What follows belongs to an exercise in optimizing a design on an open flow for small area and a short achievable clock period; a production flow would make more cautious choices. The RTL was checked by simulation tests, not by an equivalence proof against the original design. No activity file was given, so power comes from the tool's default toggle rates.

==> flow/design.v <==
module registers(
    input clk,
    input [4:0] rs1,
    input [4:0] rs2,
    input [4:0] rd,
    input we,
    input [31:0] wdata,
    output [31:0] rv1,
    output [31:0] rv2
    );
    reg [31:0] rf [1:31];
    wire [31:0] sel1 = 32'b1 << rs1;
    wire [31:0] sel2 = 32'b1 << rs2;
    wire [31:0] selw = 32'b1 << rd;
    genvar i;
    generate
        for (i = 1; i < 32; i = i + 1) begin : g_wr
            always @(posedge clk)
                if (we & selw[i]) rf[i] <= wdata;
        end
    endgenerate
    genvar b;
    generate
        for (b = 0; b < 32; b = b + 1) begin : g_rd
            wire [30:0] col;
            for (i = 1; i < 32; i = i + 1) begin : g_col
                assign col[i - 1] = rf[i][b];
            end
            rdbit R1(.d(col), .s(sel1[31:1]), .y(rv1[b]));
            rdbit R2(.d(col), .s(sel2[31:1]), .y(rv2[b]));
        end
    endgenerate
endmodule
module rdbit(
    input [30:0] d,
    input [30:0] s,
    output y
    );
    assign y = |(d & s);
endmodule
module cpu (
    input clk,
    input reset,
    output [31:0] iaddr,
    input [31:0] idata,
    output [31:0] daddr,
    input [31:0] drdata,
    output [31:0] dwdata,
    output [3:0] dwe
);
    wire [6:0] op = idata[6:0];
    wire [2:0] f3 = idata[14:12];
    wire is_load   = ~op[6] & ~op[5] & ~op[4];
    wire is_store  = ~op[6] &  op[5] & ~op[4];
    wire is_branch =  op[6] & ~op[2];
    wire is_jal    =  op[6] &  op[3];
    wire is_jalr   =  op[6] &  op[2] & ~op[3];
    wire is_lui    = ~op[6] &  op[5] &  op[2];
    wire is_auipc  = ~op[6] & ~op[5] &  op[2];
    wire regwrite  = ~is_branch & ~is_store;
    wire s = idata[31];
    wire [31:0] imm_i  = {{20{s}}, idata[31:20]};
    wire [31:0] imm_ls = {{20{s}}, idata[31:25], is_store ? idata[11:7] : idata[24:20]};
    wire [31:0] imm_u  = {idata[31:12], 12'b0};
    wire [31:0] imm_b  = {{20{s}}, idata[7], idata[30:25], idata[11:8], 1'b0};
    wire [31:0] imm_j  = {{12{s}}, idata[19:12], idata[20], idata[30:21], 1'b0};
    wire [31:0] imm_pc = op[6] ? (op[2] ? imm_j : imm_b) : imm_u;    
    reg [31:1] pc;
    assign iaddr = {pc, 1'b0};
    wire [31:0] rv1, rv2;
    reg [31:0] wdata;
    registers REGISTERS(
        .clk(clk), .rs1(idata[19:15]), .rs2(idata[24:20]), .rd(idata[11:7]),
        .we(regwrite), .wdata(wdata), .rv1(rv1), .rv2(rv2)
    );
    wire [31:0] agu = rv1 + imm_ls;
    assign daddr = agu;
    wire [31:0] a = rv1;
    wire [31:0] b = op[5] ? rv2 : imm_i;
    wire sub = ~(op[4] & (f3 == 3'b000) & ~(op[5] & idata[30]));
    wire [32:0] sum = {1'b0, a} + {1'b0, b ^ {32{sub}}} + {32'b0, sub};
    wire eq  = (a == b);
    wire ltu = ~sum[32];
    wire lt  = (a[31] ^ b[31]) ? a[31] : sum[31];
    wire left = ~f3[2];
    wire [31:0] arev, srev, sh;
    genvar i;
    generate
        for (i = 0; i < 32; i = i + 1) begin : g_rev
            assign arev[i] = a[31 - i];
            assign srev[i] = sh[31 - i];
        end
    endgenerate
    wire [31:0] sin = left ? arev : a;
    assign sh = $signed({idata[30] & a[31], sin}) >>> b[4:0];
    wire [31:0] shres = left ? srev : sh;
    reg [31:0] aluout;
    always @(*) begin
        case (f3)
            3'b000: aluout = sum[31:0];
            3'b001: aluout = shres;
            3'b010: aluout = {31'b0, lt};
            3'b011: aluout = {31'b0, ltu};
            3'b100: aluout = a ^ b;
            3'b101: aluout = shres;
            3'b110: aluout = a | b;
            default: aluout = a & b;
        endcase
    end
    wire [31:0] pc4 = {pc[31:2] + 30'd1, pc[1], 1'b0};
    wire [31:0] pcimm = {pc, 1'b0} + imm_pc;
    wire taken = (f3[2] ? (f3[1] ? ltu : lt) : eq) ^ f3[0];
    wire [31:0] npc = is_jalr ? agu : ((is_jal | (is_branch & taken)) ? pcimm : pc4);
    always @(posedge clk) begin
        if (reset) pc <= 31'b0;
        else pc <= npc[31:1];
    end
    wire [1:0] ea = agu[1:0];
    wire [7:0] lb = ea[1] ? (ea[0] ? drdata[31:24] : drdata[23:16])
                          : (ea[0] ? drdata[15:8]  : drdata[7:0]);
    wire [15:0] lh = ea[1] ? drdata[31:16] : drdata[15:0];
    wire hmis = f3[0] & ea[0];
    wire lsign = ~f3[2] & ~hmis & (f3[0] ? lh[15] : lb[7]);
    wire [31:0] ld;
    assign ld[7:0]   = f3[1] ? drdata[7:0]   : (f3[0] ? (hmis ? 8'b0 : lh[7:0])  : lb);
    assign ld[15:8]  = f3[1] ? drdata[15:8]  : (f3[0] ? (hmis ? 8'b0 : lh[15:8]) : {8{lsign}});
    assign ld[31:16] = f3[1] ? drdata[31:16] : {16{lsign}};
    always @(*) begin
        if (is_load) wdata = ld;
        else if (is_lui) wdata = imm_u;
        else if (is_auipc) wdata = pcimm;
        else if (op[6]) wdata = pc4;           
        else wdata = aluout;
    end
    assign dwdata[7:0]   = rv2[7:0];
    assign dwdata[15:8]  = ea[0] ? rv2[7:0] : rv2[15:8];
    assign dwdata[23:16] = ea[1] ? rv2[7:0] : rv2[23:16];
    assign dwdata[31:24] = ea[1] ? (ea[0] ? rv2[7:0] : rv2[15:8]) : rv2[31:24];
    wire a0 = (ea == 2'b00);
    assign dwe[0] = is_store & a0;
    assign dwe[1] = is_store & ((f3[1] | f3[0]) ? a0 : (ea == 2'b01));
    assign dwe[2] = is_store & (f3[1] ? a0 : (ea == 2'b10));
    assign dwe[3] = is_store & (f3[1] ? a0 : (f3[0] ? (ea == 2'b10) : (ea == 2'b11)));
endmodule
==> flow/run.sh <==
#!/bin/bash
# synth_recipe.tcl (not shown) runs the flow's synth.tcl, then flattens the netlist and writes it again
# the make line also repeats each setting of config.mk as NAME=value (left out here)
make -C /OpenROAD-flow-scripts/flow DESIGN_CONFIG=/design/flow/config.mk WORK_HOME=/design/flow/orfs CLKGATE_MAP_FILE= SYNTH_SCRIPT=/design/flow/synth_recipe.tcl finish
==> flow/config.mk <==
export PLATFORM = sky130hd
export DESIGN_NAME = cpu
export DESIGN_NICKNAME = cpu
export VERILOG_FILES = /design/flow/design.v
export SDC_FILE = /design/flow/constraint.sdc
export NUM_CORES = 4
export LEC_CHECK = 0
export ABC_CLOCK_PERIOD_IN_PS = 10000
export CAP_MARGIN = 20
export CORE_MARGIN = 2
export CORE_UTILIZATION = 40
export SETUP_SLACK_MARGIN = 5
export SLEW_MARGIN = 20
export SYNTH_HIERARCHICAL = 1
==> flow/constraint.sdc <==
create_clock -name core_clock -period 15.0 [get_ports {clk}]
set_input_delay 3.0000 -clock core_clock [delete_from_list [all_inputs] [get_ports {clk}]]
set_output_delay 3.0000 -clock core_clock [all_outputs]
set_load 0.01 [all_outputs]
==> flow_metrics.env, run 1 <==
export IMPL_fp_row_count=135
export IMPL_final_cell_mix="edfxtp_1 (992), a22oi_1 (770), buf_4 (305)"
export IMPL_timing_rr_start="REGISTERS.rf[5][7]"
export IMPL_slew_violations=0
export IMPL_clock_root_buffer="clkbuf_16"
export IMPL_drtIter0Drc=7980
export IMPL_synth_edf_count=992
export IMPL_drcViolationCount=0
export IMPL_wl_per_cell_um=39.0
export IMPL_core_um2=135000
export IMPL_cts_hold_fix_buffers=0
export IMPL_ys_warn_count=9
export IMPL_ys_flop_type="edfxtp_1"
export IMPL_crit_start="idata[16]"
export IMPL_fin_crit_sh=0.714
export IMPL_cts_sinks=1023
export IMPL_cts_htree_levels=3
export IMPL_cp_common_cell="a21oi_2"
export IMPL_rsz0062_at_grt="yes"
export IMPL_grt_pass1_wl_mm=359
export IMPL_place_hpwl_mm=180
export IMPL_gp_congestion=1.05
export IMPL_powerDensity_nw_per_um2=125
export IMPL_hold_path_class="reg2reg"
export IMPL_instances_no_fill=6850
export IMPL_crit_family="simple AND/OR/NAND/NOR gates"
export IMPL_async_flop_share=0
export IMPL_grtUsageTotal=0.375
export IMPL_fin_skew_ns=0.0320
export IMPL_required_ns=12.00
export IMPL_die_width_um=372
export IMPL_placed_cell_area_um2=60200
export IMPL_crit_fanout=8
export IMPL_clk_path_buf_depth=3
export IMPL_die_area_um2=139000
export IMPL_slew_headroom=0.104
export IMPL_utilization=0.492
export IMPL_routed_wl_mm=267
export IMPL_critPathKind="in2out"
export IMPL_multi_input_area_um2=25200
export IMPL_yosysTopAreaCell="edfxtp_1"
export IMPL_grt_pass1_vias=44900
export IMPL_cp_buffers_inverters=5
export IMPL_layout_commonest_cell="edfxtp_1"
export IMPL_min_from="pc[1]"
export IMPL_vias=48300
export IMPL_clk_latency_ns=0.75
export IMPL_drive_above_1_share=0.200
export IMPL_yosys_cell_types_count=93
export IMPL_synth_area_um2=54300
export IMPL_vdd_drop_max_uv=115
export IMPL_via_per_inst=7.05
export IMPL_io_buffer_count=162
export IMPL_tightest_slew_ns=1.34
export IMPL_critPathLaunchType="input pin"
export IMPL_synth_avg_cell_area_um2=12.2
export IMPL_seq_area_frac_synth=0.560
export IMPL_fillers=11900
export IMPL_grt_max_degree=49
export IMPL_seq_area_um2=30400
export IMPL_start_util=0.402
export IMPL_cts_buffers=106
export IMPL_cts_tree="yes"
export IMPL_first_pass_iters=9
export IMPL_crit_slowest_cell="or4_4"
export IMPL_num_nets_final=5196
export IMPL_maxCapViolCount=0
export IMPL_clkTransAtPathRegs_ns=0.06
export IMPL_grt_ovfl_total=0
export IMPL_setup_violations=0
export IMPL_ant_nets=0
export IMPL_antenna_found_initial=31
export IMPL_io_pins=166
export IMPL_p_leak_nw=22.9
export IMPL_hold_violations=0
export IMPL_cp_end_kind="output pin"
export IMPL_synthCells=4453
export IMPL_fp_dieH_um=372
export IMPL_yosys_top_cells_area="edfxtp_1 (55%), a22oi_1 (11%), ha_1 (3.6%)"
export IMPL_place_inst=6482
export IMPL_syn_nets=4680
export IMPL_setup_tns_ns=0
export IMPL_fin_crit_ns=10.71
export IMPL_crit_chain="buf_16 -> or3b_4 -> nor2_4 -> bufbuf_16 -> a222oi_1 -> nand3_2 -> or4_4 -> buf_8 -> ha_4 -> a21oi_4 -> o21ai_1 -> a211oi_1 -> nor2_2 -> buf_12 -> and2_4 -> a21o_1 -> a21oi_2 -> o21ai_2 -> a21oi_2 -> xnor2_2 -> buf_6"
export IMPL_ys_seq_elements=1023
export IMPL_syn_to_final_growth_pct=22.6
export IMPL_synth_top_cell_area_share=0.549
export IMPL_outcome="no timing/DRC/antenna violations"
export IMPL_critPathArrivalTime_ns=7.71
export IMPL_final_area_um2=66500
export IMPL_max_clock_freq_ghz=0.0934
export IMPL_cpPeakStageDelay_ns=0.67
[kinds of logic after synthesis]
| logic type | Yosys count | synth area share |
|---|---|---|
| DFF | 1023 | 0.560 |
| and+or+nand+nor | 1063 | 0.0984 |
| other | 1 | 0.0000691 |
| buffers and inverters | 237 | 0.0170 |
| xor gates and xnor gates | 144 | 0.0232 |
| muxes | 156 | 0.0342 |
| AOI/OAI and AO/OA | 1668 | 0.229 |
| adders and majority gates | 161 | 0.0375 |
[synth_stat cells (69+ instances only)]
cell type	n
edfxtp_1	992
a22oi_1	776
nor2_1	273
nand2_1	213
a21oi_1	196
o21ai_0	193
nand3_1	185
ha_1	158
nand4_1	140
xnor2_1	107
inv_1	101
clkbuf_1	97
mux2i_1	90
a222oi_1	72
or4_1	71
a22o_1	69
[layer usage]
layer | track usage | part of all wire
met5 | 0 | 0.00059
met4 | 0.314 | 0.10
met3 | 0.116 | 0.13
met2 | 0.540 | 0.42
met1 | 0.459 | 0.35
[registers in the layout, indices dropped and copies added (netlist names)]
name and cells:
pc 31, REGISTERS.rf 992
[where the power goes]
part	internal, mW	total, mW	switching, mW	leakage [nW]
clock	1.36	2.52	1.16	1.58
combinational	0.834	2.46	1.63	12.0
sequential	3.31	3.36	0.0475	9.31
total	5.50	8.34	2.84	22.9
[modules after synthesis (local to each module, per instance)]
module | times used | flops+latches | cell area (um^2)
registers | 1 | 992 | 30400
rdbit | 64 | 0 | 154
cpu | 1 | 31 | 14000
[final timing paths]
check | to | slack (ns) | cells past startpoint
worst min-delay path | pc[1] | 0.64 | 2
worst max register to register | REGISTERS.rf[5][24] | 8.23 | 18
worst min register to register | pc[1] | 0.64 | 2
worst max-delay path | daddr[29] | 4.29 | 21
[worst min-delay path: stages, from the launching register on]
cell,delay (ns)
dfxtp_1,0.37
mux2i_1,0.14
a21oi_1,0.08
[final cells by class]
class	instances	area share
sequential	1023	0.457
multi-input combinational	3199	0.379
timing repair buffer	532	0.0747
clock buffer	132	0.0413
tap	1781	0.0335
clock inverter	61	0.00743
inverter	107	0.00617
antenna	15	0.000564
[metrics by stage]
step / total power [mW] / hold slack [ns] / worst slack, ns
2_1_floorplan: 4.51 / 0.583 / 4.93
3_3_place_gp: 5.56 / 0.617 / 1.51
3_5_place_dp: 5.56 / 0.615 / 1.48
4_1_cts: 8.16 / 0.623 / 4.35
5_1_grt: 8.51 / 0.640 / 4.24
6_report: 8.34 / 0.639 / 4.29
[timing repair]
item                                    in CTS  in global routing
gates cloned                                 8                  1
endpoints found under the setup margin     929                186
pin swaps                                  101                 91
buffers inserted                           106                 41
gates resized for setup                    373                 94
==> inputs of run 2 (changes only) <==
--- a/flow/design.v
+++ b/flow/design.v
@@ -9,13 +9,13 @@
     output [31:0] rv2
     );
-    reg [31:0] rf [1:31];
+    wire [31:0] rf [1:31];
     wire [31:0] sel1 = 32'b1 << rs1;
     wire [31:0] sel2 = 32'b1 << rs2;
     wire [31:0] selw = 32'b1 << rd;
+    wire [31:0] we_n = ~({32{we}} & selw);
     genvar i;
     generate
         for (i = 1; i < 32; i = i + 1) begin : g_wr
-            always @(posedge clk)
-                if (we & selw[i]) rf[i] <= wdata;
+            regword W(.clk(clk), .we(we & selw[i]), .hold(we_n[i]), .d(wdata), .q(rf[i]));
         end
     endgenerate
@@ -38,4 +38,14 @@
     );
     assign y = |(d & s);
+endmodule
+module regword(
+    input clk,
+    input we,
+    input hold,
+    input [31:0] d,
+    output reg [31:0] q
+    );
+    always @(posedge clk)
+        q <= ({32{we}} & d) | ({32{hold}} & q);
 endmodule
 module cpu (
==> flow_metrics.env, run 2 <==
export IMPL_outcome="no timing/DRC/antenna violations"
export IMPL_io_buffer_count=162
export IMPL_yosysTopAreaCell="dfxtp_1"
export IMPL_grt_pass1_wl_mm=418
export IMPL_synth_fa_ha_area_frac=0.0366
export IMPL_num_nets_final=6221
export IMPL_die_area_um2=142000
export IMPL_setup_violations=0
export IMPL_min_from="REGISTERS.g_wr[13].W.q[28]"
export IMPL_ant_nets=0
export IMPL_cp_buffers_inverters=7
export IMPL_hold_violations=0
export IMPL_hold_path_class="reg2reg"
export IMPL_utilization=0.479
export IMPL_fin_crit_ns=10.88
export IMPL_yosys_top_cells_area="dfxtp_1 (37%), a22o_1 (16%), a22oi_1 (10%)"
export IMPL_final_cell_mix="dfxtp_1 (1023), a22o_1 (996), a22oi_1 (768)"
export IMPL_via_per_inst=7.35
export IMPL_place_inst=7539
export IMPL_synth_avg_cell_area_um2=9.81
export IMPL_cp_common_cell="buf_6"
export IMPL_yosys_cell_types_count=97
export IMPL_max_clock_freq_ghz=0.0919
export IMPL_fin_skew_ns=0.0436
export IMPL_crit_slowest_cell="or4_1"
export IMPL_synth_simple_gate_area_frac=0.0986
export IMPL_largest_register="REGISTERS.g_wr.W.q"
export IMPL_wl_per_cell_um=38.4
export IMPL_vias=58000
export IMPL_seq_area_frac_synth=0.368
export IMPL_setup_tns_ns=0
export IMPL_rsz0062_at_grt="yes"
export IMPL_slew_violations=0
export IMPL_slew_headroom=0.114
export IMPL_cpPeakStageDelay_ns=0.74
export IMPL_p_leak_nw=26.6
export IMPL_grt_max_degree=63
export IMPL_synth_compound_area_share=0.380
export IMPL_muxShareOfSynthArea=0.0381
export IMPL_first_pass_iters=12
export IMPL_drive_above_1_share=0.182
export IMPL_grt_pass1_vias=52800
export IMPL_grtUsageTotal=0.407
export IMPL_synth_top_family_by_area="compound AO/OA/AOI/OAI gates"
export IMPL_grt_ovfl_total=0
export IMPL_clkTransAtPathRegs_ns=0.06
export IMPL_placed_cell_area_um2=59400
export IMPL_holdPathEnd="REGISTERS.g_wr[13].W.q[28]"
export IMPL_synth_edf_count=0
export IMPL_async_flop_share=0
export IMPL_final_area_um2=66100
export IMPL_routed_wl_mm=303
export IMPL_layout_commonest_cell="dfxtp_1"
export IMPL_cts_hold_fix_buffers=0
export IMPL_cts_sinks=1023
export IMPL_clk_latency_ns=0.78
export IMPL_critPathArrivalTime_ns=7.88
export IMPL_ys_flop_type="dfxtp_1"
export IMPL_core_um2=138000
export IMPL_drcViolationCount=0
export IMPL_timing_rr_start="REGISTERS.g_wr[12].W.q[0]"
export IMPL_fp_row_count=136
export IMPL_largest_register_ff_count=992
export IMPL_die_width_um=377
export IMPL_r2r_slack_ns=8.04
export IMPL_fin_crit_sh=0.725
export IMPL_fp_dieH_um=377
export IMPL_whs_ns=0.496
export IMPL_holdPathStages=1
export IMPL_synth_top_cell_area_share=0.368
export IMPL_synth_area_um2=55600
export IMPL_maxCapViolCount=0
export IMPL_instances_no_fill=7886
export IMPL_io_pins=166
export IMPL_gp_congestion=1.06
export IMPL_rr_worst_depth=16
export IMPL_crit_chain="buf_8 -> buf_12 -> or2_4 -> nor2_4 -> buf_6 -> a22oi_2 -> nand4_1 -> or4_1 -> buf_6 -> ha_4 -> inv_2 -> fa_2 -> nor2b_4 -> o31a_1 -> o221a_4 -> o211ai_1 -> nand2_2 -> a221oi_4 -> o21a_1 -> o21ai_2 -> xnor2_2 -> inv_1 -> buf_2"
export IMPL_rr_endpoint="REGISTERS.g_wr[22].W.q[10]"
export IMPL_antenna_found_initial=21
export IMPL_cts_tree="yes"
export IMPL_top_regs="REGISTERS.g_wr.W.q (992), pc (31)"
export IMPL_vdd_drop_max_uv=116
export IMPL_clk_path_buf_depth=3
export IMPL_start_util=0.404
export IMPL_required_ns=12.00
export IMPL_ys_warn_count=9
export IMPL_powerDensity_nw_per_um2=166
export IMPL_crit_family="simple AND/OR/NAND/NOR gates"
export IMPL_tightest_slew_ns=1.33
export IMPL_critPathKind="in2out"
export IMPL_yosys_top_cells_count="dfxtp_1 (1023), a22o_1 (996), a22oi_1 (776)"
export IMPL_fillers=12900
export IMPL_drtIter0Drc=8972
export IMPL_ys_seq_elements=1023
export IMPL_cts_htree_levels=3
export IMPL_cts_buffers=108
export IMPL_cp_end_kind="output pin"
export IMPL_crit_fanout=5
export IMPL_clock_root_buffer="clkbuf_16"
export IMPL_place_hpwl_mm=197
export IMPL_synthCells=5672
export IMPL_synth_xor_area_frac=0.0228
export IMPL_syn_to_final_growth_pct=18.8
export IMPL_critPathLaunchType="input pin"
export IMPL_syn_nets=5899
export IMPL_post_synth_top_count_cell="dfxtp_1"
[run 2: routing by layer]
layer  routed length, um  global-route usage
met3               42100               0.137
met1              110000               0.504
met2              123000               0.586
met5                 176             0.00309
met4               27400               0.297
[run 2: cells by family after synthesis]
family	after synthesis
AO/OA/AOI/OAI	2645
XOR/XNOR	145
adder cells (fa/ha/maj)	161
buffers and inverters	432
flip-flops	1023
multiplexers	186
other	1
AND/OR/NAND/NOR	1079
[run 2: cell type report]
cell class	count	area, um^2	area share
multi-input cells	4220	34200	0.517
flip-flops and latches	1023	20500	0.310
repair buffers	534	5040	0.0763
clock buffers	156	3160	0.0479
well taps	1794	2240	0.0340
clock inverters	45	541	0.00818
inverters	106	408	0.00617
diodes	7	17.5	0.000265
repair inverters	1	7.51	0.000114
[run 2: power breakdown]
part           internal (mW)  switching [mW]
Combinational           1.58            2.49
Sequential              3.45           0.624
Clock                   1.59            1.22
[run 2: how the worst max path moves through the flow]
stage / startpoint / end / slack [ns] / cells past startpoint
final: idata[18] / daddr[30] / 4.12 / 23
after global placement: idata[17] / daddr[20] / 1.94 / 18
after detailed placement: idata[17] / daddr[20] / 1.99 / 18
after CTS: idata[15] / daddr[30] / 4.39 / 23
after floorplan: idata[17] / daddr[30] / 5.01 / 20
after global routing: idata[18] / daddr[30] / 4.15 / 23
[run 2: repair_timing]
action,4_1_cts,5_1_grt
buffers inserted,90,36
cloned,10,1
endpoints found under the setup margin,605,499
pin swaps,92,55
resized for setup,362,101
[run 2: per-module statistics from Yosys, one instance, submodules excluded]
module,cells,times used,area (um^2),flops+latches
regword,70,31,991,32
rdbit,20,64,154,0
cpu,2034,1,14100,31
registers,188,1,912,0
[run 2: per-stage QoR]
step	worst slack (ns)	power [mW]
global route	4.15	11.3
finish	4.12	11.0
floorplan	5.01	6.02
global placement	1.94	7.63
CTS	4.39	10.7
detailed placement	1.99	7.66
==> inputs of run 3 (changes only) <==
--- a/flow/design.v
+++ b/flow/design.v
@@ -1,2 +1,127 @@
+module ksadd(
+    input [31:0] a,
+    input [31:0] b,
+    output [31:0] y
+    );
+    wire [31:0] gn, pn, x, c;
+    genvar i;
+    generate
+        for (i = 0; i < 32; i = i + 1) begin : g_in
+            nand2g G(.a(a[i]), .b(b[i]), .y(gn[i]));
+            nor2g  P(.a(a[i]), .b(b[i]), .y(pn[i]));
+            xor2g  X(.a(a[i]), .b(b[i]), .y(x[i]));
+        end
+        assign y[0] = x[0];
+        for (i = 1; i < 32; i = i + 1) begin : g_s
+            xor2g S(.a(x[i]), .b(c[i - 1]), .y(y[i]));
+        end
+    endgenerate
+    ksprefix K(.gn(gn), .pn(pn), .c(c));
+endmodule
+module ksaddc(
+    input [31:0] a,
+    input [31:0] b,
+    input cin,
+    output [31:0] y,
+    output cout
+    );
+    wire [31:0] gn, pn, x, c;
+    genvar i;
+    generate
+        majn M0(.a(a[0]), .b(b[0]), .c(cin), .y(gn[0]));
+        assign pn[0] = 1'b1;
+        xor2g X0(.a(a[0]), .b(b[0]), .y(x[0]));
+        for (i = 1; i < 32; i = i + 1) begin : g_in
+            nand2g G(.a(a[i]), .b(b[i]), .y(gn[i]));
+            nor2g  P(.a(a[i]), .b(b[i]), .y(pn[i]));
+            xor2g  X(.a(a[i]), .b(b[i]), .y(x[i]));
+        end
+        xor2g S0(.a(x[0]), .b(cin), .y(y[0]));
+        for (i = 1; i < 32; i = i + 1) begin : g_s
+            xor2g S(.a(x[i]), .b(c[i - 1]), .y(y[i]));
+        end
+    endgenerate
+    ksprefix K(.gn(gn), .pn(pn), .c(c));
+    assign cout = c[31];
+endmodule
+module ksprefix(
+    input [31:0] gn,
+    input [31:0] pn,
+    output [31:0] c
+    );
+    wire [31:0] g [0:5];
+    wire [31:0] p [0:5];
+    wire [31:0] gf;      
+    wire [31:0] gfi;     
+    assign g[0] = gn;
+    assign p[0] = pn;
+    genvar i, l;
+    generate
+        for (l = 0; l < 5; l = l + 1) begin : g_lv
+            for (i = 0; i < 32; i = i + 1) begin : g_n
+                if (i >= (1 << l)) begin : g_node
+                    wire glo;
+                    if (l == 0 || (i - (1 << l)) >= (1 << (l - 1))) begin : g_dir
+                        assign glo = g[l][i - (1 << l)];
+                    end else if ((LV(i - (1 << l)) % 2) == (l % 2)) begin : g_same
+                        assign glo = gf[i - (1 << l)];
+                    end else begin : g_inv
+                        assign glo = gfi[i - (1 << l)];
+                    end
+                    if (l % 2 == 0) begin : g_e
+                        oai21g GG(.a(g[l][i]), .b(p[l][i]), .c(glo), .y(g[l+1][i]));
+                        nor2g  PP(.a(p[l][i]), .b(p[l][i - (1 << l)]), .y(p[l+1][i]));
+                    end else begin : g_o
+                        aoi21g GG(.a(g[l][i]), .b(p[l][i]), .c(glo), .y(g[l+1][i]));
+                        nand2g PP(.a(p[l][i]), .b(p[l][i - (1 << l)]), .y(p[l+1][i]));
+                    end
+                end else begin : g_none
+                    assign g[l+1][i] = 1'b0;
+                    assign p[l+1][i] = 1'b0;
+                end
+            end
+        end
+        for (i = 0; i < 32; i = i + 1) begin : g_f
+            assign gf[i] = g[LV(i)][i];
+            invg GI(.a(gf[i]), .y(gfi[i]));
+            if (LV(i) % 2 == 1) begin : g_hi
+                assign c[i] = gf[i];
+            end else begin : g_lo
+                assign c[i] = gfi[i];
+            end
+        end
+    endgenerate
+    function integer LV(input integer n);
+        begin
+            if (n == 0) LV = 0;
+            else if (n < 2) LV = 1;
+            else if (n < 4) LV = 2;
+            else if (n < 8) LV = 3;
+            else if (n < 16) LV = 4;
+            else LV = 5;
+        end
+    endfunction
+endmodule
+module invg(input a, output y);
+    assign y = ~a;
+endmodule
+module nand2g(input a, input b, output y);
+    assign y = ~(a & b);
+endmodule
+module nor2g(input a, input b, output y);
+    assign y = ~(a | b);
+endmodule
+module xor2g(input a, input b, output y);
+    assign y = a ^ b;
+endmodule
+module aoi21g(input a, input b, input c, output y);
+    assign y = ~(a | (b & c));
+endmodule
+module oai21g(input a, input b, input c, output y);
+    assign y = ~(a & (b | c));
+endmodule
+module majn(input a, input b, input c, output y);
+    assign y = ~((a & b) | (a & c) | (b & c));
+endmodule
 module registers(
     input clk,
@@ -35,4 +160,26 @@
     input [30:0] d,
     input [30:0] s,
+    output y
+    );
+    wire [3:0] u;
+    wire [1:0] vn;
+    rdgrp8 G0(.d(d[7:0]),   .s(s[7:0]),   .y(u[0]));
+    rdgrp8 G1(.d(d[15:8]),  .s(s[15:8]),  .y(u[1]));
+    rdgrp8 G2(.d(d[23:16]), .s(s[23:16]), .y(u[2]));
+    rdgrp7 G3(.d(d[30:24]), .s(s[30:24]), .y(u[3]));
+    nor2g  V0(.a(u[0]), .b(u[1]), .y(vn[0]));
+    nor2g  V1(.a(u[2]), .b(u[3]), .y(vn[1]));
+    nand2g Y(.a(vn[0]), .b(vn[1]), .y(y));
+endmodule
+module rdgrp8(
+    input [7:0] d,
+    input [7:0] s,
+    output y
+    );
+    assign y = |(d & s);
+endmodule
+module rdgrp7(
+    input [6:0] d,
+    input [6:0] s,
     output y
     );
@@ -84,10 +231,12 @@
         .we(regwrite), .wdata(wdata), .rv1(rv1), .rv2(rv2)
     );
-    wire [31:0] agu = rv1 + imm_ls;
+    wire [31:0] agu;
+    ksadd AGU(.a(rv1), .b(imm_ls), .y(agu));
     assign daddr = agu;
     wire [31:0] a = rv1;
     wire [31:0] b = op[5] ? rv2 : imm_i;
     wire sub = ~(op[4] & (f3 == 3'b000) & ~(op[5] & idata[30]));
-    wire [32:0] sum = {1'b0, a} + {1'b0, b ^ {32{sub}}} + {32'b0, sub};
+    wire [32:0] sum;
+    ksaddc ADDSUB(.a(a), .b(b ^ {32{sub}}), .cin(sub), .y(sum[31:0]), .cout(sum[32]));
     wire eq  = (a == b);
     wire ltu = ~sum[32];
==> flow_metrics.env, run 3 <==
export IMPL_die_area_um2=145000
export IMPL_power_switching_mw=4.19
export IMPL_placed_cell_area_um2=60700
export IMPL_rsz0062_at_grt="yes"
export IMPL_cts_hold_fix_buffers=0
export IMPL_num_nets_final=6658
export IMPL_grt_use_met2=0.566
export IMPL_first_pass_iters=8
export IMPL_grt_pass1_wl_mm=429
export IMPL_grt_busiest_layer="met2"
export IMPL_io_pins=166
export IMPL_hold_violations=0
export IMPL_grt_max_degree=67
export IMPL_required_ns=15.65
export IMPL_fin_skew_ns=0.0546
export IMPL_fp_row_count=138
export IMPL_grtUsageTotal=0.407
export IMPL_setup_tns_ns=0
export IMPL_instances_no_fill=8481
export IMPL_critPathLaunchType="input pin"
export IMPL_clk_path_buf_depth=3
export IMPL_drtIter0Drc=9800
export IMPL_synth_area_um2=56800
export IMPL_place_ws_ns=2.65
export IMPL_fin_crit_ns=10.25
export IMPL_fp_dieH_um=381
export IMPL_core_um2=141000
export IMPL_largest_register_ff_count=992
export IMPL_final_area_um2=67500
export IMPL_p_leak_nw=26.3
export IMPL_cp_common_cell="nor2_1"
export IMPL_setup_violations=0
export IMPL_routed_wl_mm=311
export IMPL_slew_headroom=0.184
export IMPL_via_per_inst=7.14
export IMPL_cp_end_kind="flip-flop"
export IMPL_holdPathStages=1
export IMPL_wl_per_cell_um=36.7
export IMPL_fin_crit_sh=0.683
export IMPL_fillers=13600
export IMPL_synth_avg_cell_area_um2=9.15
export IMPL_hold_path_class="reg2reg"
export IMPL_switching_share=0.394
export IMPL_clkTransAtPathRegs_ns=0.07
export IMPL_io_buffer_count=162
export IMPL_p_int_mw=6.45
export IMPL_drive_above_1_share=0.176
export IMPL_powerDensity_nw_per_um2=158
export IMPL_vdd_drop_max_uv=102
export IMPL_outcome="no timing/DRC/antenna violations"
export IMPL_crit_slowest_cell="a21oi_1"
export IMPL_power_frac_comb=0.350
export IMPL_p_clk_frac=0.281
export IMPL_use_met1=0.506
export IMPL_critPathKind="in2reg"
export IMPL_place_inst=8134
export IMPL_max_clock_freq_ghz=0.0976
export IMPL_maxCapViolCount=0
export IMPL_cts_buffers=109
export IMPL_crit_fanout=32
export IMPL_grt_pass1_vias=55600
export IMPL_clock_root_buffer="clkbuf_16"
export IMPL_rr_worst_depth=23
export IMPL_synthCells=6208
export IMPL_met3_usage=0.153
export IMPL_cts_tree="yes"
export IMPL_ant_nets=0
export IMPL_cts_htree_levels=3
export IMPL_gp_congestion=1.09
export IMPL_drcViolationCount=0
export IMPL_layout_commonest_cell="dfxtp_1"
export IMPL_syn_nets=6370
export IMPL_seqPwrFrac=0.369
export IMPL_clk_latency_ns=0.78
export IMPL_largest_register="REGISTERS.g_wr.W.q"
export IMPL_setup_slack_ns=4.75
export IMPL_grt_ovfl_total=0
export IMPL_totalPowerFinal_mw=10.6
export IMPL_tightest_slew_ns=1.22
export IMPL_top_regs="REGISTERS.g_wr.W.q (992), pc (31)"
export IMPL_start_util=0.402
export IMPL_final_cell_mix="dfxtp_1 (1023), a22o_1 (937), a22oi_1 (918)"
export IMPL_vias=60600
export IMPL_ys_warn_count=10
export IMPL_die_width_um=381
export IMPL_cts_sinks=1023
export IMPL_slew_violations=0
export IMPL_syn_to_final_growth_pct=18.7
export IMPL_critPathArrivalTime_ns=10.90
export IMPL_antenna_found_initial=11
export IMPL_cpPeakStageDelay_ns=0.61
export IMPL_place_hpwl_mm=202
[run 3: area by class of cell]
type                       count  area, um^2  area share
sequential                  1023       20500       0.304
clock inverter                57         861      0.0128
timing repair buffer         505        4900      0.0726
multi-input combinational   4727       35300       0.523
inverter                     130         492     0.00729
tap                         1890        2360      0.0351
clock buffer                 142        3050      0.0452
antenna                        7        17.5    0.000260
[run 3: layer usage]
layer | part of all wire | up-vias | routed length [um]
met2 | 0.40 | 4911 | 123000
met4 | 0.093 | 10 | 28800
met5 | 0.00089 | - | 276
met1 | 0.37 | 29400 | 114000
met3 | 0.14 | 1095 | 44500
li1 | - | 25200 | -
[run 3: final timing paths]
check / from / endpoint / slack (ns)
worst min register to register: REGISTERS.g_wr[2].W.q[22] / REGISTERS.g_wr[2].W.q[22] / 0.50
worst min-delay path: REGISTERS.g_wr[2].W.q[22] / REGISTERS.g_wr[2].W.q[22] / 0.50
worst max register to register: REGISTERS.g_wr[25].W.q[19] / pc[3] / 8.15
worst max-delay path: idata[22] / pc[3] / 4.75
[run 3: through the flow]
step | hold slack (ns) | util
after floorplan | 0.461 | -
after global placement | 0.474 | 0.430
after detailed placement | 0.479 | 0.430
after CTS | 0.497 | 0.470
after global routing | 0.509 | 0.478
final | 0.497 | 0.478
[run 3: what timing repair did]
action / 4_1_cts / 5_1_grt
resized for setup: 243 / 142
endpoints found under the setup margin: 953 / 134
pin swaps: 57 / 52
buffers inserted: 82 / 31
cloned: 13 / 3
[run 3: worst max-delay path: cells and delay by family]
kind	cells	cell delay (ns)
muxes	2	0.44
AOI/OAI and AO/OA	7	2.31
buffers and inverters	3	1.20
and+or+nand+nor	12	2.93
xor gates and xnor gates	3	0.96
[run 3: power by group through the flow]
stage | Clock, mW | Combinational [mW] | Sequential [mW]
final | 2.99 | 3.72 | 3.93
after global routing | 3.09 | 3.82 | 4.00
after CTS | 2.98 | 3.48 | 3.90
after detailed placement | 0 | 3.37 | 3.94
after global placement | 0 | 3.34 | 3.92
after floorplan | 0 | 1.97 | 3.83
==> inputs of run 4 (changes only) <==
--- a/flow/config.mk
+++ b/flow/config.mk
@@ -9,5 +9,6 @@
 export CAP_MARGIN = 20
 export CORE_MARGIN = 2
-export CORE_UTILIZATION = 40
+export CORE_UTILIZATION = 55
+export CTS_BUF_LIST = sky130_fd_sc_hd__clkbuf_8
 export SETUP_SLACK_MARGIN = 5
 export SLEW_MARGIN = 20
==> flow_metrics.env, run 4 <==
export IMPL_outcome="no timing/DRC/antenna violations"
export IMPL_synth_area_um2=56800
export IMPL_clock_root_buffer="clkbuf_8"
export IMPL_clk_latency_ns=0.92
export IMPL_grt_pass1_wl_mm=417
export IMPL_placed_cell_area_um2=60000
export IMPL_slew_headroom=0.140
export IMPL_seqPwrFrac=0.385
export IMPL_via_per_inst=7.80
export IMPL_gp_congestion=1.09
export IMPL_fin_crit_sh=0.691
export IMPL_core_um2=102000
export IMPL_p_leak_nw=26.3
export IMPL_fin_skew_ns=0.0565
export IMPL_cts_sinks=1023
export IMPL_place_ws_ns=2.59
export IMPL_routed_wl_mm=302
export IMPL_maxCapViolCount=0
export IMPL_p_clk_frac=0.249
export IMPL_instances_no_fill=8061
export IMPL_fp_row_count=117
export IMPL_rsz0062_at_grt="yes"
export IMPL_grt_pass1_vias=56300
export IMPL_clkTransAtPathRegs_ns=0.06
export IMPL_drive_above_1_share=0.177
export IMPL_hold_violations=0
export IMPL_setup_slack_ns=4.63
export IMPL_ys_warn_count=10
export IMPL_antenna_found_initial=12
export IMPL_cp_end_kind="output pin"
export IMPL_first_pass_iters=10
export IMPL_grtUsageTotal=0.539
export IMPL_slew_violations=0
export IMPL_largest_register_ff_count=992
export IMPL_place_hpwl_mm=188
export IMPL_ant_nets=0
export IMPL_synthCells=6208
export IMPL_syn_nets=6370
export IMPL_vdd_drop_max_uv=104
export IMPL_max_clock_freq_ghz=0.0965
export IMPL_io_pins=166
export IMPL_critPathLaunchType="input pin"
export IMPL_io_buffer_count=162
export IMPL_final_area_um2=66200
export IMPL_power_switching_mw=4.19
export IMPL_syn_to_final_growth_pct=16.5
export IMPL_vias=62900
export IMPL_tightest_slew_ns=1.29
export IMPL_critPathArrivalTime_ns=7.37
export IMPL_place_inst=7610
export IMPL_powerDensity_nw_per_um2=154
export IMPL_required_ns=12.00
export IMPL_setup_violations=0
export IMPL_crit_fanout=14
export IMPL_final_cell_mix="dfxtp_1 (1023), a22o_1 (937), a22oi_1 (919)"
export IMPL_fin_crit_ns=10.37
export IMPL_cts_hold_fix_buffers=0
export IMPL_wl_per_cell_um=37.4
export IMPL_largest_register="REGISTERS.g_wr.W.q"
export IMPL_switching_share=0.410
export IMPL_start_util=0.556
export IMPL_cts_tree="yes"
export IMPL_cts_buffers=169
export IMPL_fillers=8769
export IMPL_p_int_mw=6.04
export IMPL_grt_ovfl_total=0
export IMPL_num_nets_final=6723
export IMPL_drcViolationCount=0
export IMPL_top_regs="REGISTERS.g_wr.W.q (992), pc (31)"
export IMPL_fp_dieH_um=325
export IMPL_clk_path_buf_depth=3
export IMPL_totalPowerFinal_mw=10.2
export IMPL_die_width_um=325
export IMPL_die_area_um2=106000
export IMPL_r2r_slack_ns=8.13
export IMPL_layout_commonest_cell="dfxtp_1"
export IMPL_setup_tns_ns=0
export IMPL_drtIter0Drc=13000
export IMPL_synth_avg_cell_area_um2=9.15
export IMPL_hold_path_class="reg2reg"
export IMPL_power_frac_comb=0.366
export IMPL_grt_max_degree=67
export IMPL_critPathKind="in2out"
export IMPL_cts_htree_levels=4
## run 4: repair_timing
| item | 4_1_cts | 5_1_grt |
|---|---|---|
| cloned | 5 | 2 |
| gates resized for setup | 273 | 86 |
| buffers inserted | 106 | 28 |
| setup endpoints to repair | 762 | 212 |
| pin swaps | 82 | 34 |
## run 4: final timing paths
kind,to,cells after the start,from
worst min register to register,REGISTERS.g_wr[13].W.q[14],1,REGISTERS.g_wr[13].W.q[14]
worst max-delay path,daddr[28],20,idata[18]
worst min-delay path,REGISTERS.g_wr[13].W.q[14],1,REGISTERS.g_wr[13].W.q[14]
worst max register to register,pc[31],24,REGISTERS.g_wr[9].W.q[4]
## run 4: layout make-up
type	count	area, um^2	area share
timing repair buffer	519	4840	0.0731
tap	1368	1710	0.0259
clock buffer	212	2920	0.0441
multi-input combinational	4718	35200	0.532
sequential	1023	20500	0.309
inverter	130	495	0.00749
clock inverter	82	482	0.00728
antenna	9	22.5	0.000340
## run 4: through the flow
| stage | hold WS, ns | util |
|---|---|---|
| global route | 0.508 | 0.648 |
| CTS | 0.496 | 0.639 |
| global placement | 0.475 | 0.587 |
| floorplan | 0.461 | - |
| detailed placement | 0.477 | 0.587 |
| finish | 0.495 | 0.648 |
## run 4: worst max-delay path, cell delays in order
cell and delay [ns]:
clkbuf_4 0.24, nand2b_4 0.22, buf_4 0.19, nor2_4 0.03, buf_4 0.17, buf_4 0.22
a22oi_1 0.18, nand4_1 0.59, nor2_4 0.41, nand2_1 0.09, buf_4 0.22, nand2_1 0.12
o21ai_1 0.14, a21oi_2 0.24, inv_1 0.15, a21oi_2 0.20, o21ai_2 0.10, xor2_2 0.12
buf_4 0.16, clkdlybuf4s50_1 0.54
## run 4: metal layers
metal / track usage / part of all wire / vias to the layer above
li1: - / - / 25300
met1: 0.663 / 0.34 / 29700
met2: 0.720 / 0.38 / 6293
met3: 0.271 / 0.18 / 1514
met4: 0.382 / 0.096 / 10
met5: 0.0177 / 0.0010 / -
## run 4: power groups by stage
stage / registers (mW) / logic [mW] / clock network [mW]
after floorplan: 3.83 / 1.97 / 0
after global placement: 3.92 / 3.28 / 0
after detailed placement: 3.94 / 3.32 / 0
after CTS: 3.90 / 3.43 / 2.52
after global routing: 4.00 / 3.81 / 2.64
final: 3.93 / 3.74 / 2.55
==> inputs of run 5 (changes only) <==
--- a/flow/design.v
+++ b/flow/design.v
@@ -24,11 +24,16 @@
     input cin,
     output [31:0] y,
-    output cout
+    output cout,
+    output [31:0] gn,    
+    output [31:0] pn,    
+    output [31:0] x      
     );
-    wire [31:0] gn, pn, x, c;
+    wire [31:0] c;
     genvar i;
     generate
-        majn M0(.a(a[0]), .b(b[0]), .c(cin), .y(gn[0]));
-        assign pn[0] = 1'b1;
+        wire g0n, p0n;
+        majn M0(.a(a[0]), .b(b[0]), .c(cin), .y(g0n));
+        nand2g G0(.a(a[0]), .b(b[0]), .y(gn[0]));
+        nor2g  P0(.a(a[0]), .b(b[0]), .y(pn[0]));
         xor2g X0(.a(a[0]), .b(b[0]), .y(x[0]));
         for (i = 1; i < 32; i = i + 1) begin : g_in
@@ -42,5 +47,5 @@
         end
     endgenerate
-    ksprefix K(.gn(gn), .pn(pn), .c(c));
+    ksprefix K(.gn({gn[31:1], g0n}), .pn({pn[31:1], 1'b1}), .c(c));
     assign cout = c[31];
 endmodule
@@ -124,4 +129,27 @@
     assign y = ~((a & b) | (a & c) | (b & c));
 endmodule
+module shifter(
+    input [31:0] a,
+    input left,
+    input [4:0] sh,
+    input f,
+    output [31:0] y
+    );
+    wire [31:0] s0, s1, s2, s3, s4;
+    genvar i;
+    generate
+        for (i = 0; i < 32; i = i + 1) begin : g_m
+            mux2ig M0(.a(a[i]),  .b(a[31 - i]), .s(left), .y(s0[i]));
+            mux2ig M1(.a(s0[i]), .b(i + 1  < 32 ? s0[(i + 1) % 32]  : ~f), .s(sh[0]), .y(s1[i]));
+            mux2ig M2(.a(s1[i]), .b(i + 2  < 32 ? s1[(i + 2) % 32]  :  f), .s(sh[1]), .y(s2[i]));
+            mux2ig M3(.a(s2[i]), .b(i + 4  < 32 ? s2[(i + 4) % 32]  : ~f), .s(sh[2]), .y(s3[i]));
+            mux2ig M4(.a(s3[i]), .b(i + 8  < 32 ? s3[(i + 8) % 32]  :  f), .s(sh[3]), .y(s4[i]));
+            mux2ig M5(.a(s4[i]), .b(i + 16 < 32 ? s4[(i + 16) % 32] : ~f), .s(sh[4]), .y(y[i]));
+        end
+    endgenerate
+endmodule
+module mux2ig(input a, input b, input s, output y);
+    assign y = ~(s ? b : a);
+endmodule
 module registers(
     input clk,
@@ -236,33 +264,31 @@
     wire [31:0] a = rv1;
     wire [31:0] b = op[5] ? rv2 : imm_i;
-    wire sub = ~(op[4] & (f3 == 3'b000) & ~(op[5] & idata[30]));
+    wire sub = op[6] | (~f3[2] & f3[1]) | ((f3 == 3'b000) & op[5] & idata[30]);
     wire [32:0] sum;
-    ksaddc ADDSUB(.a(a), .b(b ^ {32{sub}}), .cin(sub), .y(sum[31:0]), .cout(sum[32]));
-    wire eq  = (a == b);
+    wire [31:0] gn, pn, x;
+    ksaddc ADDSUB(.a(a), .b(b ^ {32{sub}}), .cin(sub), .y(sum[31:0]), .cout(sum[32]),
+                  .gn(gn), .pn(pn), .x(x));
+    wire eq  = &x;               
     wire ltu = ~sum[32];
     wire lt  = (a[31] ^ b[31]) ? a[31] : sum[31];
-    wire left = ~f3[2];
-    wire [31:0] arev, srev, sh;
+    wire [31:0] sh, srev;
+    shifter SHIFT(.a(a), .left(~f3[2]), .sh(b[4:0]), .f(idata[30] & a[31]), .y(sh));
     genvar i;
     generate
         for (i = 0; i < 32; i = i + 1) begin : g_rev
-            assign arev[i] = a[31 - i];
             assign srev[i] = sh[31 - i];
         end
     endgenerate
-    wire [31:0] sin = left ? arev : a;
-    assign sh = $signed({idata[30] & a[31], sin}) >>> b[4:0];
-    wire [31:0] shres = left ? srev : sh;
     reg [31:0] aluout;
     always @(*) begin
         case (f3)
             3'b000: aluout = sum[31:0];
-            3'b001: aluout = shres;
+            3'b001: aluout = srev;
             3'b010: aluout = {31'b0, lt};
             3'b011: aluout = {31'b0, ltu};
-            3'b100: aluout = a ^ b;
-            3'b101: aluout = shres;
-            3'b110: aluout = a | b;
-            default: aluout = a & b;
+            3'b100: aluout = x;
+            3'b101: aluout = sh;
+            3'b110: aluout = ~pn;
+            default: aluout = ~gn;
         endcase
     end
--- a/flow/config.mk
+++ b/flow/config.mk
@@ -9,6 +9,5 @@
 export CAP_MARGIN = 20
 export CORE_MARGIN = 2
-export CORE_UTILIZATION = 55
-export CTS_BUF_LIST = sky130_fd_sc_hd__clkbuf_8
+export CORE_UTILIZATION = 40
 export SETUP_SLACK_MARGIN = 5
 export SLEW_MARGIN = 20
==> flow_metrics.env, run 5 <==
export IMPL_clock_root_buffer="clkbuf_16"
export IMPL_switching_share=0.383
export IMPL_outcome="no timing/DRC/antenna violations"
export IMPL_clkTransAtPathRegs_ns=0.06
export IMPL_largest_register="REGISTERS.g_wr.W.q"
export IMPL_drcViolationCount=0
export IMPL_layout_commonest_cell="dfxtp_1"
export IMPL_cts_sinks=1023
export IMPL_powerDensity_nw_per_um2=155
export IMPL_rr_endpoint="REGISTERS.g_wr[28].W.q[28]"
export IMPL_vias=58400
export IMPL_place_hpwl_mm=184
export IMPL_r2r_slack_ns=8.45
export IMPL_p_leak_nw=25.6
export IMPL_power_frac_comb=0.335
export IMPL_num_nets_final=6336
export IMPL_drtIter0Drc=9355
export IMPL_syn_nets=6023
export IMPL_grt_pass1_wl_mm=406
export IMPL_setup_slack_ns=4.84
export IMPL_critPathArrivalTime_ns=7.16
export IMPL_setup_violations=0
export IMPL_crit_cells=11
export IMPL_routed_wl_mm=294
export IMPL_fin_skew_ns=0.0430
export IMPL_fin_crit_sh=0.677
export IMPL_place_inst=7768
export IMPL_rr_worst_depth=21
export IMPL_cp_buffers_inverters=4
export IMPL_min_from="REGISTERS.g_wr[16].W.q[19]"
export IMPL_critPathLaunchType="input pin"
export IMPL_fp_dieH_um=376
export IMPL_rsz0062_at_grt="yes"
export IMPL_cts_hold_fix_buffers=0
export IMPL_maxCapViolCount=0
export IMPL_clk_latency_ns=0.78
export IMPL_p_clk_frac=0.280
export IMPL_place_ws_ns=2.87
export IMPL_largest_register_ff_count=992
export IMPL_fin_crit_ns=10.16
export IMPL_wl_per_cell_um=36.2
export IMPL_hold_violations=0
export IMPL_antenna_found_initial=13
export IMPL_via_per_inst=7.18
export IMPL_placed_cell_area_um2=59300
export IMPL_clk_path_buf_depth=3
export IMPL_cpPeakStageDelay_ns=0.76
export IMPL_crit_slowest_cell="nor2_1"
export IMPL_synth_area_um2=55400
export IMPL_cts_tree="yes"
export IMPL_syn_to_final_growth_pct=19.1
export IMPL_timing_rr_start="REGISTERS.g_wr[6].W.q[18]"
export IMPL_synthCells=5925
export IMPL_crit_fanout=32
export IMPL_totalPowerFinal_mw=10.2
export IMPL_utilization=0.480
export IMPL_die_width_um=376
export IMPL_grtUsageTotal=0.395
export IMPL_critPathKind="in2out"
export IMPL_cts_htree_levels=3
export IMPL_instances_no_fill=8123
export IMPL_setup_tns_ns=0
export IMPL_io_pins=166
export IMPL_grt_ovfl_total=0
export IMPL_cts_buffers=106
export IMPL_crit_family="simple AND/OR/NAND/NOR gates"
export IMPL_synth_avg_cell_area_um2=9.35
export IMPL_first_pass_iters=10
export IMPL_endpoint="dwdata[18]"
export IMPL_grt_pass1_vias=53800
export IMPL_core_um2=137000
export IMPL_final_cell_mix="dfxtp_1 (1023), a22o_1 (931), a22oi_1 (902)"
export IMPL_io_buffer_count=162
export IMPL_slew_headroom=0.194
export IMPL_drive_above_1_share=0.176
export IMPL_fp_row_count=136
export IMPL_crit_chain="clkdlybuf4s50_1 -> buf_4 -> nand3b_1 -> nor2_4 -> buf_4 -> a22oi_1 -> nand4_1 -> nor2_1 -> nand2_1 -> mux2_2 -> clkdlybuf4s50_1"
export IMPL_cp_end_kind="output pin"
export IMPL_final_area_um2=66000
export IMPL_hold_path_class="reg2reg"
export IMPL_slew_violations=0
export IMPL_gp_congestion=1.04
export IMPL_ant_nets=0
export IMPL_ys_warn_count=10
export IMPL_power_switching_mw=3.92
export IMPL_crit_start="idata[24]"
export IMPL_whs_ns=0.496
export IMPL_seqPwrFrac=0.385
export IMPL_vdd_drop_max_uv=124
export IMPL_max_clock_freq_ghz=0.0984
export IMPL_top_regs="REGISTERS.g_wr.W.q (992), pc (31)"
export IMPL_grt_max_degree=68
export IMPL_p_int_mw=6.31
export IMPL_required_ns=12.00
export IMPL_start_util=0.403
export IMPL_die_area_um2=142000
export IMPL_tightest_slew_ns=1.21
-- run 5: what timing repair did --
item,in CTS,in global routing
pin swaps,77,30
setup buffers,124,18
gates resized for setup,337,92
cloned,10,4
endpoints found under the setup margin,960,582
-- run 5: worst min path at each step --
stage	endpoint	depth (start not counted)
floorplan	REGISTERS.g_wr[25].W.q[10]	1
global placement	REGISTERS.g_wr[25].W.q[14]	1
detailed placement	REGISTERS.g_wr[25].W.q[4]	1
CTS	REGISTERS.g_wr[18].W.q[16]	1
global route	REGISTERS.g_wr[8].W.q[15]	1
finish	REGISTERS.g_wr[16].W.q[19]	1
-- run 5: layout make-up --
class	instances	area (um^2)
Clock inverter	56	806
Inverter	56	210
Timing Repair Buffer	512	4860
Tap cell	1794	2240
Multi-Input combinational cell	4539	34500
Antenna cell	7	17.5
Sequential cell	1023	20500
Fill cell	13100	71500
Clock buffer	136	2890
-- run 5: power by group through the flow --
stage,logic [mW],registers [mW],clock network (mW)
global placement,3.02,3.93,0
finish,3.43,3.94,2.87
global route,3.54,4.02,2.97
CTS,3.24,3.91,2.87
floorplan,1.86,3.84,0
detailed placement,3.05,3.96,0
-- run 5: per-layer routing --
layer | global-route usage | up-vias | share of wire
li1 | - | 24200 | -
met1 | 0.489 | 28400 | 0.37
met2 | 0.549 | 4631 | 0.40
met3 | 0.167 | 1074 | 0.15
met4 | 0.273 | 8 | 0.083
met5 | 0.00583 | - | 0.00052
==> inputs of run 6 (changes only) <==
==> flow/flow/run.sh (new file) <==
#!/bin/bash
# Layout flow: the standard ORFS flow (standard.sh, unchanged synthesis,
# floorplan, power grid, placement, CTS and routing), run with a larger setup
# repair margin so that timing repair keeps improving the critical paths, and
# with buf_2 cells as the port buffers. The make output goes to orfs_make.log;
# each ORFS step keeps its own log under orfs/logs/.
set -euo pipefail
bash standard.sh \
    SETUP_SLACK_MARGIN=6.5 \
    "BUFFER_PORTS_ARGS=-buffer_cell sky130_fd_sc_hd__buf_2" \
    finish > orfs_make.log 2>&1
==> flow/standard.sh (new file) <==
#!/bin/bash
# synth_recipe.tcl (not shown) runs the flow's synth.tcl, then flattens the netlist and writes it again
# the make line also repeats each setting of config.mk as NAME=value (left out here)
make -C /OpenROAD-flow-scripts/flow DESIGN_CONFIG=/design/flow/config.mk WORK_HOME=/design/flow/orfs CLKGATE_MAP_FILE= SYNTH_SCRIPT=/design/flow/synth_recipe.tcl "${@:-finish}"
--- a/flow/config.mk
+++ b/flow/config.mk
@@ -10,5 +10,4 @@
 export CORE_MARGIN = 2
 export CORE_UTILIZATION = 40
-export SETUP_SLACK_MARGIN = 5
 export SLEW_MARGIN = 20
 export SYNTH_HIERARCHICAL = 1
removed: flow/run.sh
==> flow_metrics.env, run 6 <==
export IMPL_crit_chain="buf_16 -> or3b_4 -> buf_12 -> nor2_4 -> buf_12 -> buf_12 -> a22oi_2 -> nand4_1 -> nor2_4 -> nand2_2 -> buf_12 -> nor2_4 -> nor2_4 -> a21oi_4 -> o21ai_4 -> a21oi_4 -> o21ai_2 -> xor2_2 -> buf_2"
export IMPL_grt_pass1_vias=53800
export IMPL_slew_violations=0
export IMPL_first_pass_iters=9
export IMPL_holdPathStages=1
export IMPL_layout_commonest_cell="dfxtp_1"
export IMPL_slew_headroom=0.187
export IMPL_fin_crit_ns=9.55
export IMPL_fin_crit_sh=0.636
export IMPL_setup_violations=0
export IMPL_place_inst=7728
export IMPL_syn_to_final_growth_pct=23.6
export IMPL_grtUsageTotal=0.390
export IMPL_place_hpwl_mm=177
export IMPL_maxCapViolCount=0
export IMPL_core_um2=137000
export IMPL_timing_rr_start="REGISTERS.g_wr[9].W.q[24]"
export IMPL_final_cell_mix="dfxtp_1 (1023), a22o_1 (931), a22oi_1 (888)"
export IMPL_vdd_drop_max_uv=113
export IMPL_gp_congestion=1.05
export IMPL_drtIter0Drc=9843
export IMPL_max_clock_freq_ghz=0.105
export IMPL_drcViolationCount=0
export IMPL_critPathArrivalTime_ns=6.55
export IMPL_r2r_slack_ns=9.24
export IMPL_hold_violations=0
export IMPL_totalPowerFinal_mw=10.6
export IMPL_outcome="no timing/DRC/antenna violations"
export IMPL_grt_ovfl_total=0
export IMPL_cts_htree_levels=3
export IMPL_seq_area_um2=20500
export IMPL_fin_skew_ns=0.0639
export IMPL_cts_tree="yes"
export IMPL_synth_avg_cell_area_um2=9.35
export IMPL_fillers=12700
export IMPL_hold_path_class="reg2reg"
export IMPL_io_pins=166
export IMPL_routed_wl_mm=292
export IMPL_io_buffer_count=162
export IMPL_instances_no_fill=8161
export IMPL_vias=58500
export IMPL_fp_row_count=136
export IMPL_whs_ns=0.496
export IMPL_rr_endpoint="REGISTERS.g_wr[6].W.q[29]"
export IMPL_top_regs="REGISTERS.g_wr.W.q (992), pc (31)"
export IMPL_ys_warn_count=10
export IMPL_powerDensity_nw_per_um2=155
export IMPL_grt_max_degree=68
export IMPL_crit_slowest_cell="nor2_4"
export IMPL_cts_sinks=1023
export IMPL_place_ws_ns=3.64
export IMPL_synth_area_um2=55400
export IMPL_ant_nets=0
export IMPL_largest_register="REGISTERS.g_wr.W.q"
export IMPL_die_width_um=376
export IMPL_multi_input_area_um2=36000
export IMPL_start_util=0.403
export IMPL_clock_root_buffer="clkbuf_16"
export IMPL_required_ns=12.00
export IMPL_antenna_found_initial=21
export IMPL_setup_tns_ns=0
export IMPL_syn_nets=6023
export IMPL_cts_buffers=108
export IMPL_min_from="REGISTERS.g_wr[22].W.q[17]"
export IMPL_num_nets_final=6377
export IMPL_critPathLaunchType="input pin"
export IMPL_synthCells=5925
export IMPL_rsz0062_at_grt="yes"
export IMPL_setup_slack_ns=5.45
export IMPL_die_area_um2=142000
export IMPL_rr_worst_depth=21
export IMPL_crit_start="idata[15]"
export IMPL_largest_register_ff_count=992
export IMPL_crit_fanout=7
export IMPL_via_per_inst=7.17
export IMPL_clk_latency_ns=0.79
export IMPL_grt_pass1_wl_mm=403
export IMPL_critPathKind="in2out"
export IMPL_clk_path_buf_depth=3
export IMPL_cpPeakStageDelay_ns=0.45
export IMPL_clkTransAtPathRegs_ns=0.05
export IMPL_p_leak_nw=26.6
export IMPL_cp_end_kind="output pin"
export IMPL_wl_per_cell_um=35.8
export IMPL_tightest_slew_ns=1.22
export IMPL_endpoint="daddr[28]"
export IMPL_fp_dieH_um=376
export IMPL_drive_above_1_share=0.234
==> run 6: cell count changes in the layout (fill, tap and decap cells not counted), moves of 58 or more <==
cell / change
nor2_4: +61
buf_6: +83
buf_2: +105
nor2_1: -79
clkdlybuf4s50_1: -124
buf_4: -58
==> run 6: worst max-delay path, delay by kind of cell <==
| family | cells | cell delay (ns) |
|---|---|---|
| simple gates | 7 | 1.55 |
| buf+inv | 6 | 0.92 |
| compound gates | 5 | 0.75 |
| xor+xnor | 1 | 0.28 |
==> run 6: layout make-up <==
type / count / share of cell area
multi-input cells: 4534 / 0.525
flip-flops and latches: 1023 / 0.299
repair buffers: 555 / 0.0850
clock buffers: 150 / 0.0441
well taps: 1794 / 0.0328
clock inverters: 40 / 0.0101
inverters: 56 / 0.00323
diodes: 8 / 0.000292
repair inverters: 1 / 0.0000731
==> run 6: power by group <==
| group | internal, mW | total (mW) | leakage (nW) | switching, mW |
|---|---|---|---|---|
| clock | 1.65 | 2.88 | 1.80 | 1.23 |
| combinational | 1.46 | 3.76 | 16.3 | 2.30 |
| sequential | 3.40 | 3.94 | 8.48 | 0.545 |
| total | 6.51 | 10.6 | 26.6 | 4.07 |
==> run 6: stage by stage <==
step                area, um^2  utilization
detailed placement       58200        0.424
global route             68500        0.498
CTS                      66900        0.487
finish                   68500        0.498
floorplan                56200            -
global placement         58200        0.423
==> run 6: metal layers <==
layer / global-route usage / wire length (um)
met1: 0.498 / 110000
met5: 0.00961 / 432
met3: 0.145 / 41800
met4: 0.254 / 23300
met2: 0.544 / 117000
==> run 6: timing repair <==
action                                   CTS  global route
endpoints found under the setup margin  1091           832
buffers inserted                         164            34
gates resized for setup                  668           214
cloned                                    24             4
pin swaps                                142            58
hold buffers                               0             0
==> run 6: worst min path at each step <==
stage | to | slack, ns
after CTS | REGISTERS.g_wr[2].W.q[26] | 0.50
after floorplan | REGISTERS.g_wr[25].W.q[10] | 0.46
final | REGISTERS.g_wr[22].W.q[17] | 0.50
after global placement | REGISTERS.g_wr[25].W.q[26] | 0.47
after global routing | REGISTERS.g_wr[24].W.q[27] | 0.51
after detailed placement | REGISTERS.g_wr[16].W.q[15] | 0.48
==> inputs of run 7 (changes only) <==
--- a/flow/design.v
+++ b/flow/design.v
@@ -163,7 +163,8 @@
     );
     wire [31:0] rf [1:31];
-    wire [31:0] sel1 = 32'b1 << rs1;
-    wire [31:0] sel2 = 32'b1 << rs2;
-    wire [31:0] selw = 32'b1 << rd;
+    wire [31:0] sel1, sel2, selw;
+    dec5 D1(.a(rs1), .y(sel1));
+    dec5 D2(.a(rs2), .y(sel2));
+    dec5 DW(.a(rd), .y(selw));
     wire [31:0] we_n = ~({32{we}} & selw);
     genvar i;
@@ -224,4 +225,30 @@
         q <= ({32{we}} & d) | ({32{hold}} & q);
 endmodule
+module dec5(
+    input [4:0] a,
+    output [31:0] y
+    );
+    wire [4:0] an;
+    wire [7:0] hin;      
+    wire [3:0] lon;      
+    genvar i;
+    generate
+        for (i = 0; i < 5; i = i + 1) begin : g_inv
+            invg I(.a(a[i]), .y(an[i]));
+        end
+        for (i = 0; i < 8; i = i + 1) begin : g_hi
+            nand3g H(.a(i & 4 ? a[4] : an[4]), .b(i & 2 ? a[3] : an[3]), .c(i & 1 ? a[2] : an[2]), .y(hin[i]));
+        end
+        for (i = 0; i < 4; i = i + 1) begin : g_lo
+            nand2g L(.a(i & 2 ? a[1] : an[1]), .b(i & 1 ? a[0] : an[0]), .y(lon[i]));
+        end
+        for (i = 0; i < 32; i = i + 1) begin : g_y
+            nor2g Y(.a(hin[i / 4]), .b(lon[i % 4]), .y(y[i]));
+        end
+    endgenerate
+endmodule
+module nand3g(input a, input b, input c, output y);
+    assign y = ~(a & b & c);
+endmodule
 module cpu (
     input clk,
--- a/flow/config.mk
+++ b/flow/config.mk
@@ -10,4 +10,5 @@
 export CORE_MARGIN = 2
 export CORE_UTILIZATION = 40
+export CTS_BUF_LIST = sky130_fd_sc_hd__clkbuf_8
 export SLEW_MARGIN = 20
 export SYNTH_HIERARCHICAL = 1
==> flow_metrics.env, run 7 <==
export IMPL_crit_fanout=8
export IMPL_cts_tree="yes"
export IMPL_clkTransAtPathRegs_ns=0.05
export IMPL_setup_violations=0
export IMPL_powerDensity_nw_per_um2=152
export IMPL_clock_root_buffer="clkbuf_8"
export IMPL_critPathArrivalTime_ns=6.48
export IMPL_cts_htree_levels=4
export IMPL_first_pass_iters=10
export IMPL_final_cell_mix="dfxtp_1 (1023), a22o_1 (930), a22oi_1 (871)"
export IMPL_critPathKind="in2out"
export IMPL_required_ns=12.00
export IMPL_die_width_um=376
export IMPL_setup_tns_ns=0
export IMPL_use_met1=0.471
export IMPL_syn_nets=6048
export IMPL_maxCapViolCount=1
export IMPL_instances_no_fill=8306
export IMPL_grtUsageTotal=0.383
export IMPL_clk_latency_ns=0.94
export IMPL_drcViolationCount=0
export IMPL_ys_warn_count=10
export IMPL_cp_end_kind="output pin"
export IMPL_utilization=0.493
export IMPL_die_area_um2=142000
export IMPL_fin_skew_ns=0.0715
export IMPL_synthCells=5950
export IMPL_drtIter0Drc=9686
export IMPL_grt_max_degree=68
export IMPL_hold_path_class="reg2reg"
export IMPL_cts_sinks=1023
export IMPL_final_area_um2=67700
export IMPL_syn_to_final_growth_pct=22.2
export IMPL_vdd_drop_max_uv=84.2
export IMPL_fillers=12900
export IMPL_place_inst=7790
export IMPL_largest_register_ff_count=992
export IMPL_rsz0062_at_grt="yes"
export IMPL_wl_per_cell_um=34.4
export IMPL_placed_cell_area_um2=58300
export IMPL_grt_ovfl_total=0
export IMPL_synth_avg_cell_area_um2=9.32
export IMPL_fp_dieH_um=376
export IMPL_largest_register="REGISTERS.g_wr.W.q"
export IMPL_io_pins=166
export IMPL_start_util=0.403
export IMPL_grt_pass1_wl_mm=397
export IMPL_clk_path_buf_depth=3
export IMPL_grt_pass1_vias=53700
export IMPL_fp_row_count=136
export IMPL_check_failures="capacitance limit, slew limit"
export IMPL_io_buffer_count=162
export IMPL_max_clock_freq_ghz=0.106
export IMPL_core_um2=137000
export IMPL_grt_use_met2=0.527
export IMPL_synth_area_um2=55400
export IMPL_tightest_slew_ns=2.01
export IMPL_layout_commonest_cell="dfxtp_1"
export IMPL_critPathLaunchType="input pin"
export IMPL_whs_ns=0.495
export IMPL_gp_congestion=1.04
export IMPL_vias=58100
export IMPL_antenna_found_initial=15
export IMPL_ant_nets=0
export IMPL_via_per_inst=7.00
export IMPL_grt_busiest_layer="met2"
export IMPL_cts_buffers=174
export IMPL_place_hpwl_mm=173
export IMPL_num_nets_final=6468
export IMPL_slew_headroom=-0.344
export IMPL_cts_hold_fix_buffers=0
export IMPL_p_leak_nw=26.7
export IMPL_fin_crit_ns=9.48
export IMPL_top_regs="REGISTERS.g_wr.W.q (992), pc (31)"
export IMPL_outcome="finished with violations"
export IMPL_slew_violations=10
export IMPL_drive_above_1_share=0.238
export IMPL_routed_wl_mm=286
export IMPL_met3_usage=0.163
export IMPL_fin_crit_sh=0.632
export IMPL_hold_violations=0
-- run 7: cell types whose count changed in the layout (fill, tap and decap cells not counted), sizes merged, moves of 8 or more --
cell	delta
bufinv	-12
nand2	+10
nand3	+22
clkinvlp	+8
inv	+66
clkbuf	+81
and2	+30
buf	-18
-- run 7: area by class of cell --
| cell class | instances | area, um^2 | share of cell area |
|---|---|---|---|
| timing repair inverter | 1 | 5.00 | 0.0000739 |
| antenna | 7 | 17.5 | 0.000259 |
| timing repair buffer | 540 | 5110 | 0.0755 |
| clock inverter | 83 | 484 | 0.00715 |
| sequential | 1023 | 20500 | 0.302 |
| clock buffer | 228 | 3140 | 0.0463 |
| multi-input combinational | 4559 | 36000 | 0.531 |
| tap | 1794 | 2240 | 0.0331 |
| inverter | 71 | 303 | 0.00447 |
-- run 7: per-stage QoR --
stage          worst slack (ns)  total power, mW
2_1_floorplan              6.51             5.73
3_3_place_gp               3.92             6.84
3_5_place_dp               3.90             6.88
4_1_cts                    5.73             9.88
5_1_grt                    5.53             10.6
6_report                   5.52             10.3
-- run 7: report_power, final --
part	switching, mW	internal (mW)	leakage [nW]
Sequential	0.541	3.40	8.48
Clock	1.25	1.40	2.07
Combinational	2.28	1.41	16.2
-- run 7: path summary, 6_finish.rpt --
path / depth (start not counted) / slack [ns] / start / end
max: 17 / 5.52 / idata[16] / daddr[27]
min: 1 / 0.49 / REGISTERS.g_wr[10].W.q[22] / REGISTERS.g_wr[10].W.q[22]
max reg2reg: 20 / 9.32 / REGISTERS.g_wr[3].W.q[4] / REGISTERS.g_wr[10].W.q[18]
min reg2reg: 1 / 0.49 / REGISTERS.g_wr[10].W.q[22] / REGISTERS.g_wr[10].W.q[22]
-- run 7: worst max-delay path: stages --
cell and delay (ns):
buf_16 0.12, clkinvlp_4 0.18, nand2_8 0.20, nor2_4 0.11, bufbuf_16 0.30, a22oi_1 0.20
nand4_1 0.39, nor2_4 0.49, nand2_8 0.15, nand2_1 0.14, o21ai_1 0.14, a21oi_2 0.20
o21ai_1 0.12, a21oi_2 0.13, o21ai_2 0.08, xor2_2 0.30, buf_2 0.20
-- run 7: metal layers --
metal,share of wire,vias to the layer above
li1,-,24500
met1,0.37,28100
met2,0.40,4435
met3,0.15,1028
met4,0.089,14
met5,0.00084,-
-- run 7: what timing repair did --
action,CTS,global route
buffers inserted,137,36
endpoints found under the setup margin,1091,897
gates cloned,18,7
resized for setup,583,244
pin swaps,143,129

==> port drivers added, routing unchanged <==
Ports are ideal in the flow. The routed layouts listed here were re-timed in OpenROAD.
Step 1, drivers: a clkbuf_16 drives clk and a buf_2 each remaining input, both assumed.
Step 2 times the ports against the registers' clock, not the clock port: input delays grow and output delays shrink by t, the midpoint of the rising clock arrivals with the driver on.
a / b / c = no drivers / after step 1 / after step 2; a / b = the first two.
run	shift t [ns]	setup WS [ns]	worst setup path at the end	worst data-port slew with drivers (ns)
run 1	0.804	4.289 / 4.138 / 4.138	input to output	0.24
run 2	0.829	4.120 / 3.967 / 3.967	input to output	0.27
run 3	0.831	4.755 / 4.805 / 3.974	input to register	0.04
run 4	0.974	4.632 / 4.608 / 3.884	input to register	0.05
run 5	0.835	4.842 / 4.808 / 4.209	input to register	0.09
run 6	0.832	5.455 / 5.315 / 5.315	input to output	0.19
run 7	0.977	5.521 / 5.416 / 5.416	input to output	0.18
For run 3, which loses most, drivers alone change the setup slack by +0.050 ns; drivers and shift together by -0.781 ns.
